Context: an optimization exercise on an open-source flow, tuned for small area and a short achievable clock period. The choices shown serve that exercise and are no tape-out recipe.

==> inputs of run D <==
==> flow/design.v <==
module O22AI (
    input  wire a1, a2, b1, b2,
    output wire y
);
    assign y = ~((a1 | a2) & (b1 | b2));
endmodule
module NOR2 (
    input  wire a, b,
    output wire y
);
    assign y = ~(a | b);
endmodule
module OR16 (
    input  wire [15:0] x,
    output wire        y
);
    assign y = |x;
endmodule
module DEC5N (
    input  wire [4:0]  a,
    output wire [31:1] n
);
    genvar k;
    generate
        for (k = 1; k < 32; k = k + 1) begin : g_dec
            assign n[k] = (a != k);
        end
    endgenerate
endmodule
module ALU (
    input  wire [1:0] i_op,
    input  wire [7:0] i_a,
    input  wire [7:0] i_b,
    output reg  [7:0] o_y
);
    wire [8:0] s = {i_a, 1'b1} + {i_b ^ {8{i_op[0]}}, i_op[0]};
    reg  [4:0] cnt;
    integer i;
    always @(*) begin
        cnt = 5'd0;
        for (i = 0; i < 8; i = i + 1)
            cnt = cnt + i_a[i] + i_b[i];
    end
    always @(*)
        case (i_op)
            2'b10:   o_y = i_a & i_b;
            2'b11:   o_y = {3'd0, cnt};
            default: o_y = s[8:1];
        endcase
endmodule
module RDBIT (
    input  wire [31:1] nsel,
    input  wire [31:1] nd,
    output wire        y
);
    wire [15:0] t;
    genvar k;
    generate
        for (k = 0; k < 15; k = k + 1) begin : g_pair
            O22AI u_p (.a1(nsel[2*k+1]), .a2(nd[2*k+1]),
                       .b1(nsel[2*k+2]), .b2(nd[2*k+2]), .y(t[k]));
        end
    endgenerate
    NOR2 u_last (.a(nsel[31]), .b(nd[31]), .y(t[15]));
    OR16 u_or (.x(t), .y(y));
endmodule
module RDPORT (
    input  wire [4:0]   i_addr,
    input  wire [247:0] i_nd,       
    output wire [7:0]   o_data
);
    wire [31:1] nsel;
    DEC5N u_dec (.a(i_addr), .n(nsel));
    genvar b, k;
    generate
        for (b = 0; b < 8; b = b + 1) begin : g_bit
            wire [31:1] col;
            for (k = 1; k < 32; k = k + 1) begin : g_col
                assign col[k] = i_nd[8*(k-1)+b];
            end
            RDBIT u_bit (.nsel(nsel), .nd(col), .y(o_data[b]));
        end
    endgenerate
endmodule
module CORE #(
    parameter DATA_WIDTH = 8
)
(
    input wire i_CLK,
    input wire i_RSTn,
    input wire [31:0] i_instr,
    input wire i_valid,
    input wire i_ready1,
    output reg o_ready,
    output wire [DATA_WIDTH-1:0] o_data1,
    output wire o_valid1
);
    wire [1:0] op  = i_instr[31:30];
    wire [4:0] rd  = i_instr[29:25];
    wire [4:0] rs0 = i_instr[24:20];
    wire [4:0] rs1 = i_instr[19:15];
    reg       alu_valid;         
    reg [4:0] pend_dest;         
    reg [1:0] alu_oper;
    reg [4:0] wb_dest;
    reg       last_alu_valid;
    reg       st_show;           
    reg       st_hold;           
    wire hazard = alu_valid && (pend_dest != 5'd0) &&
                  ((rs0 == pend_dest) || (rs1 == pend_dest));
    wire alu_ready = !st_hold;
    wire load = !st_show || (!st_hold && i_ready1);
    wire wen  = st_show && i_ready1;
    assign o_valid1 = st_show;
    always @(posedge i_CLK) begin
        pend_dest <= rd;
        alu_oper  <= op;
    end
    always @(posedge i_CLK)
        if (alu_valid && alu_ready)
            wb_dest <= pend_dest;
    always @(posedge i_CLK or negedge i_RSTn)
        if (!i_RSTn) begin
            o_ready        <= 1'b0;
            alu_valid      <= 1'b0;
            last_alu_valid <= 1'b0;
            st_show        <= 1'b0;
            st_hold        <= 1'b0;
        end else begin
            o_ready        <= !hazard;
            alu_valid      <= i_valid && !hazard && alu_ready;
            last_alu_valid <= alu_valid;
            if (!st_show) begin
                st_show <= alu_valid;
            end else if (!st_hold) begin
                if (!i_ready1)
                    st_hold <= 1'b1;
                else if (!alu_valid)
                    st_show <= 1'b0;
            end else if (i_ready1) begin
                st_hold <= 1'b0;
                st_show <= last_alu_valid;
            end
        end
    reg  [247:0] rfn;            
    wire [7:0]   rd0, rd1;
    wire         rst = !i_RSTn;
    genvar k;
    generate
        for (k = 1; k < 32; k = k + 1) begin : g_row
            localparam [7:0] INIT = (k == 1) ? 8'd10 : (k == 2) ? 8'd5 : 8'd0;
            wire we = rst || (wen && wb_dest == k);
            always @(posedge i_CLK)
                if (we)
                    rfn[8*(k-1) +: 8] <= rst ? ~INIT : ~o_data1;
        end
    endgenerate
    RDPORT u_rd0 (.i_addr(rs0), .i_nd(rfn), .o_data(rd0));
    RDPORT u_rd1 (.i_addr(rs1), .i_nd(rfn), .o_data(rd1));
    reg [1:0] res_op;
    reg [7:0] res_a, res_b;
    always @(posedge i_CLK)
        if (load) begin
            res_op <= alu_oper;
            res_a  <= rd0;
            res_b  <= rd1;
        end
    ALU u_alu (.i_op(res_op), .i_a(res_a), .i_b(res_b), .o_y(o_data1));
endmodule
==> flow/run.sh <==
#!/bin/bash
# synth_recipe.tcl (not shown) runs the flow's synth.tcl, then flattens the netlist and writes it again
# the make line also repeats each setting of config.mk as NAME=value (left out here)
make -C /OpenROAD-flow-scripts/flow DESIGN_CONFIG=/design/flow/config.mk WORK_HOME=/design/flow/orfs CLKGATE_MAP_FILE= SYNTH_SCRIPT=/design/flow/synth_recipe.tcl finish
==> flow/config.mk <==
export PLATFORM = sky130hd
export DESIGN_NAME = CORE
export DESIGN_NICKNAME = CORE
export VERILOG_FILES = /design/flow/design.v
export SDC_FILE = /design/flow/constraint.sdc
export NUM_CORES = 4
export LEC_CHECK = 0
export CAP_MARGIN = 20
export CORE_MARGIN = 2
export CORE_UTILIZATION = 40
export SETUP_SLACK_MARGIN = 4.2
export SLEW_MARGIN = 20
export SYNTH_HIERARCHICAL = 1
==> flow/constraint.sdc <==
create_clock -name core_clock -period 7.5 [get_ports {i_CLK}]
set_input_delay 1.5000 -clock core_clock [delete_from_list [all_inputs] [get_ports {i_CLK}]]
set_output_delay 1.5000 -clock core_clock [all_outputs]
set_load 0.01 [all_outputs]
==> run K: changes against run D <==
--- a/flow/design.v
+++ b/flow/design.v
@@ -29,3 +29,73 @@
 endmodule
-module ALU (
+module XOR2 (
+    input  wire a, b,
+    output wire y
+);
+    assign y = a ^ b;
+endmodule
+module PC4 (
+    input  wire [3:0] x,
+    output wire [2:0] c
+);
+    wire h0, k0, h1, k1, hk;
+    XOR2 u_h (.a(x[0]), .b(x[1]), .y(h0));
+    XOR2 u_k (.a(x[2]), .b(x[3]), .y(k0));
+    assign h1 = x[0] & x[1];
+    assign k1 = x[2] & x[3];
+    XOR2 u_c0 (.a(h0), .b(k0), .y(c[0]));
+    XOR2 u_hk (.a(h1), .b(k1), .y(hk));
+    assign c[1] = hk | (h0 & k0);
+    assign c[2] = h1 & k1;
+endmodule
+module PC8 (
+    input  wire [7:0] x,
+    output wire [3:0] c
+);
+    wire [2:0] u, v;
+    PC4 u_lo (.x(x[3:0]), .c(u));
+    PC4 u_hi (.x(x[7:4]), .c(v));
+    wire c1 = u[0] & v[0];
+    wire uv1;
+    XOR2 u_0 (.a(u[0]), .b(v[0]), .y(c[0]));
+    XOR2 u_1 (.a(u[1]), .b(v[1]), .y(uv1));
+    XOR2 u_2 (.a(uv1), .b(c1), .y(c[1]));
+    wire c2 = (u[1] & v[1]) | ((u[1] | v[1]) & c1);
+    assign c[2] = (u[2] ^ v[2]) | c2;
+    assign c[3] = u[2] & v[2];
+endmodule
+module CARRY8 (
+    input  wire [7:0] g,
+    input  wire [7:0] t,
+    input  wire       cin,
+    output wire [7:0] o_c
+);
+    wire [7:0] g0 = {g[7:1], g[0] | (t[0] & cin)};
+    wire [7:0] g1, p1, g2, p2, g3;
+    genvar i;
+    generate
+        for (i = 0; i < 8; i = i + 1) begin : g_ks
+            if (i >= 1) begin : l1
+                assign g1[i] = g0[i] | (t[i] & g0[i-1]);
+                assign p1[i] = t[i] & t[i-1];
+            end else begin : l1n
+                assign g1[i] = g0[i];
+                assign p1[i] = t[i];
+            end
+            if (i >= 2) begin : l2
+                assign g2[i] = g1[i] | (p1[i] & g1[i-2]);
+                assign p2[i] = p1[i] & p1[i-2];
+            end else begin : l2n
+                assign g2[i] = g1[i];
+                assign p2[i] = p1[i];
+            end
+            if (i >= 4) begin : l3
+                assign g3[i] = g2[i] | (p2[i] & g2[i-4]);
+            end else begin : l3n
+                assign g3[i] = g2[i];
+            end
+        end
+    endgenerate
+    assign o_c = {g3[6:0], cin};
+endmodule
+module ALU_PRE (
     input  wire [1:0] i_op,
@@ -33,18 +103,51 @@
     input  wire [7:0] i_b,
-    output reg  [7:0] o_y
-);
-    wire [8:0] s = {i_a, 1'b1} + {i_b ^ {8{i_op[0]}}, i_op[0]};
-    reg  [4:0] cnt;
-    integer i;
-    always @(*) begin
-        cnt = 5'd0;
-        for (i = 0; i < 8; i = i + 1)
-            cnt = cnt + i_a[i] + i_b[i];
-    end
-    always @(*)
-        case (i_op)
-            2'b10:   o_y = i_a & i_b;
-            2'b11:   o_y = {3'd0, cnt};
-            default: o_y = s[8:1];
-        endcase
+    output wire [7:0] o_x,
+    output wire [7:0] o_y
+);
+    wire sub   = (i_op == 2'b01);
+    wire andop = (i_op == 2'b10);
+    wire cntop = (i_op == 2'b11);
+    wire asop  = !i_op[1];
+    wire [7:0] bb, p, c;
+    wire [3:0] ca, cb;
+    genvar i;
+    generate
+        for (i = 0; i < 8; i = i + 1) begin : g_bit
+            XOR2 u_bb (.a(i_b[i]), .b(sub), .y(bb[i]));
+            XOR2 u_p  (.a(i_a[i]), .b(bb[i]), .y(p[i]));
+        end
+    endgenerate
+    wire [7:0] g = i_a & bb;
+    wire [7:0] t = i_a | bb;
+    CARRY8 u_carry (.g(g), .t(t), .cin(sub), .o_c(c));
+    PC8 u_ca (.x(i_a), .c(ca));
+    PC8 u_cb (.x(i_b), .c(cb));
+    assign o_x = ({8{cntop}} & {4'd0, ca}) | ({8{andop}} & g) | ({8{asop}} & p);
+    assign o_y = ({8{cntop}} & {4'd0, cb}) | ({8{asop}} & c);
+endmodule
+module ALU_POST (
+    input  wire       i_cnt,
+    input  wire [7:0] i_x,
+    input  wire [7:0] i_y,
+    output wire [7:0] o_r
+);
+    wire [3:0] gg = i_x[3:0] & i_y[3:0];
+    wire [3:0] tt = i_x[3:0] | i_y[3:0];
+    wire [4:1] c;
+    assign c[1] = i_cnt & gg[0];
+    assign c[2] = i_cnt & (gg[1] | (tt[1] & gg[0]));
+    assign c[3] = i_cnt & (gg[2] | (tt[2] & gg[1]) | (tt[2] & tt[1] & gg[0]));
+    assign c[4] = i_cnt & gg[3];
+    wire [7:0] pp;
+    wire [4:1] s;
+    genvar i;
+    generate
+        for (i = 0; i < 8; i = i + 1) begin : g_pp
+            XOR2 u_pp (.a(i_x[i]), .b(i_y[i]), .y(pp[i]));
+        end
+        for (i = 1; i < 5; i = i + 1) begin : g_s
+            XOR2 u_s (.a(pp[i]), .b(c[i]), .y(s[i]));
+        end
+    endgenerate
+    assign o_r = {pp[7:5], s[4:1], pp[0]};
 endmodule
@@ -159,11 +262,13 @@
     RDPORT u_rd1 (.i_addr(rs1), .i_nd(rfn), .o_data(rd1));
-    reg [1:0] res_op;
-    reg [7:0] res_a, res_b;
+    wire [7:0] pre_x, pre_y;
+    ALU_PRE u_pre (.i_op(alu_oper), .i_a(rd0), .i_b(rd1), .o_x(pre_x), .o_y(pre_y));
+    reg       res_cnt;
+    reg [7:0] res_x, res_y;
     always @(posedge i_CLK)
         if (load) begin
-            res_op <= alu_oper;
-            res_a  <= rd0;
-            res_b  <= rd1;
-        end
-    ALU u_alu (.i_op(res_op), .i_a(res_a), .i_b(res_b), .o_y(o_data1));
-endmodule
+            res_cnt <= (alu_oper == 2'b11);
+            res_x   <= pre_x;
+            res_y   <= pre_y;
+        end
+    ALU_POST u_post (.i_cnt(res_cnt), .i_x(res_x), .i_y(res_y), .o_r(o_data1));
+endmodule
Settings changed: CTS_BUF_LIST from default to sky130_fd_sc_hd__clkbuf_16, CTS_CLUSTER_DIAMETER from default to 100, CTS_CLUSTER_SIZE from default to 30, SETUP_SLACK_MARGIN 4.2 to 3.8.
==> out/metrics.yaml <==
routing:
  routed_wl_um: 40960
  dr.first_iter.drc_count: 1116
  num_vias: 9600
  dr_wl_met2_um: 18130
critical_path:
  critPathCaptureType: "output pin"
  max_stage_delay_ps: 540
  cp.arrival_ps: 4250
power_and_ir_drop:
  p_sw_share_pct: 39.59
yosys:
  yosysTopAreaCell: "edfxtp_1"
  synth_top_flop_cell: "edfxtp_1"
clocking:
  clock-sinks: 283
timing:
  skew_ps: 8.179
run_status:
  status: "no timing/DRC/antenna violations"
layout:
  stdcell_area_mm2: 0.01561
Source of the figures above: run D

==> out/metrics.yaml <==
timing:
  skew_ps: 34.76
power_and_ir_drop:
  p_sw_share_pct: 33.26
  clockNetworkPower_uw: 923
  clock_power_share_pct: 17.2
layout:
  inv_count: 15
  nClkBuffers: 15
  final_cell_mix: "270 x edfxtp_1, 204 x o22ai_1, 78 x buf_4"
critical_path:
  critPathCaptureType: "flop"
  max_stage_delay_ps: 460
  path_common_cell: "buf_12"
  cp.arrival_ps: 4140
routing:
  dr_wl_met2_um: 18910
  dr.first_iter.drc_count: 1326
  num_vias: 9919
run_status:
  status: "no timing/DRC/antenna violations"
clocking:
  clock-sinks: 282
Source of the figures above: run K

Function was not checked in any run of this note: the RTL went through the layout flow alone.

[static timing again, ports no longer ideal]
In the flow no input, the clock included, has a driving cell. The finished layouts below were timed again as built, in two steps. Step 1, drivers: a clkbuf_16 drives i_CLK and a buf_2 each remaining input, both assumed. Step 2 also shifts input and output timing later by t, the mid clock arrival at the registers, as if the neighbouring blocks saw the same clock. Three values: ideal ports, drivers, drivers and shift; two values: the first two.
| run | t (ns) | setup WS [ns] | worst register clock-pin slew, ns |
|---|---|---|---|
| run D | 0.599 | 1.753 / 1.702 / 2.301 | 0.06 / 0.06 |
| run K | 0.549 | 3.648 / 3.625 / 3.076 | 0.11 / 0.11 |
After both steps setup and hold are still met in every run listed. The setup slack of run K, which loses most, moves by -0.023 ns with the drivers and by -0.572 ns with both steps.
